This is an optimization exercise on Yosys and OpenROAD, whose aim is small area and a short achievable clock period, not a production implementation.
The RTL was checked by simulation tests, not by an equivalence proof against the original design.

==> inputs of v14 <==
==> flow/design.v (excerpt) <==
module dit_fft_8(clk,rst_n,in1r,in1i,in2r,in2i,in3r,in3i,in4r,in4i,in5r,in5i,in6r,in6i,in7r,in7i,in8r,in8i,y1r,y1i,y2r,y2i,y3r,y3i,y4r,y4i,y5r,y5i,y6r,y6i,y7r,y7i,y8r,y8i,write,start,ready);
Settings: LEC_CHECK=0, CAP_MARGIN=20, CORE_MARGIN=2, CORE_UTILIZATION=40, SETUP_SLACK_MARGIN=3.0, SLEW_MARGIN=20, SYNTH_HIERARCHICAL=1; clock period 10.0 ns.
standard.sh (not shown) runs the stock make flow with config.mk's settings and CLKGATE_MAP_FILE= SYNTH_SCRIPT=/design/flow/synth_recipe.tcl, a recipe that flattens the netlist after the stock synthesis.
==> flow/flow/run.sh <==
#!/bin/bash
# The standard layout, with small buffers on the ports (timing repair
# upsizes the ones that need it). make's full output goes to make.log here;
# ORFS keeps each step's own log under orfs/logs.
set -euo pipefail
export BUFFER_PORTS_ARGS="-buffer_cell sky130_fd_sc_hd__buf_2"
bash standard.sh > make.log 2>&1
==> inputs of v32, as changes to v14 <==
--- a/flow/config.mk
+++ b/flow/config.mk
@@ -8,6 +8,6 @@
 export CAP_MARGIN = 20
 export CORE_MARGIN = 2
 export CORE_UTILIZATION = 40
-export SETUP_SLACK_MARGIN = 3.0
+export SETUP_SLACK_MARGIN = 4.5
 export SLEW_MARGIN = 20
 export SYNTH_HIERARCHICAL = 1
==> qor summary <==
quantity                                                                 v14                v32
Outcome                                                       finished clean     finished clean
Non-CTS buffers                                                          539               1181
Later-pin clock latency in the skew report                           0.74 ns            0.70 ns
Startpoint of the worst setup timing path                  NE2i[6]$_DFFE_PP_  NE2i[5]$_DFFE_PP_
Unrepaired setup endpoints after global routing                           no                yes
Crit Path Max Fanout                                                      15                  7
Crit Reg-Reg Startpoint                                     O3r[8]$_DFFE_PP_   O3r[5]$_DFFE_PP_
Worst hold slack                                                    0.410 ns           0.413 ns
Total length of routed wires                                       218000 µm          240000 µm
Arrival time at the worst endpoint                                   4.75 ns            3.71 ns
Sum of met3 wire segment lengths after detailed routing              9540 µm           10700 µm
Met2 capacity usage during global routing                              41.5%              45.1%
Met3 GRT Util                                                          2.74%              2.96%
DPL Wire Length                                                    192000 µm          193000 µm
Min-Delay Endpoint                                         NE0i[0]$_DFFE_PP_  NE2r[1]$_DFFE_PP_
Area growth from synthesis to layout                                   10.8%              35.0%
Portion of the layout cell area used by non-clock buffers              3.60%              9.76%


==> run a <==
dit_fft_8, a different RTL version from the one above (not shown whole).
## dit_fft_8
module dit_fft_8(clk,rst_n,in1r,in1i,in2r,in2i,in3r,in3i,in4r,in4i,in5r,in5i,in6r,in6i,in7r,in7i,in8r,in8i,y1r,y1i,y2r,y2i,y3r,y3i,y4r,y4i,y5r,y5i,y6r,y6i,y7r,y7i,y8r,y8i,write,start,ready);
Settings: LEC_CHECK=0, CAP_MARGIN=20, CORE_MARGIN=2, CORE_UTILIZATION=40, SETUP_SLACK_MARGIN=4.4, SLEW_MARGIN=20, SYNTH_HIERARCHICAL=1; clock period 10.0 ns.
Scripts as last shown in full above: flow/flow/run.sh
==> inputs of run b, as changes to run a <==
Settings changed: SETUP_SLACK_MARGIN 4.4 to 4.1.
==> summary.md <==
| Metric | Value |
|---|---|
| Placed cell count | 8,875 |
| Headroom to the max-slew limit | 21.9% |
| Total track usage | 25.3% |
| Worst reg-to-reg setup slack | 4.21 ns |
| Clock latency on the worst-skew pair | 0.69 ns |
| R2R Path End | ND1[15] |
| Clkbuf count | 65 |
| Final instance area | 0.0824 mm^2 |
| Status | complete, no violations |
| Clk_skew | 0.0489 ns |
| Hold Slack | 0.411 ns |
[end of results for run a]
==> summary.md <==
| Metric | Value |
|---|---|
| Status | complete, no violations |
| Final instance area | 0.0768 mm^2 |
| Placed cell count | 8,868 |
| Total track usage | 24.9% |
| Clkbuf count | 67 |
| Worst reg-to-reg setup slack | 4.20 ns |
| Clk_skew | 0.0353 ns |
| Headroom to the max-slew limit | 24.6% |
| R2R Path End | NS1[14] |
[end of results for run b]

==> re-timing with driven ports <==
No port has a modelled driver above. Below, the same layouts with a new extraction and two added sets of constraints. Step 1 (the two cells are an assumption about what drives the block):
set clk [get_ports {clk}]
set_driving_cell -lib_cell sky130_fd_sc_hd__clkbuf_16 $clk
set_driving_cell -lib_cell sky130_fd_sc_hd__buf_2 [delete_from_list [all_inputs] $clk]
Step 2 also shifts input and output timing later by t, the mid clock arrival at the registers, as if the neighbouring blocks saw the same clock. Three values: no drivers, after step 1, after step 2; two values: the first two.
| run | t (ns) | setup WS [ns] | hold slack, ns |
|---|---|---|---|
| v14 | 0.763 | 3.251 / 3.172 / 2.622 | 0.410 / 0.410 / 0.410 |
| v32 | 0.759 | 4.286 / 4.209 / 3.708 | 0.413 / 0.413 / 0.413 |
| run a | 0.740 | 4.154 / 4.081 / 3.590 | 0.411 / 0.411 / 0.411 |
| run b | 0.749 | 4.074 / 4.000 / 3.472 | 0.413 / 0.413 / 0.413 |
After both steps every run listed still meets setup and hold. For v14, which loses most, drivers alone change the setup slack by -0.079 ns; drivers and shift together by -0.629 ns.
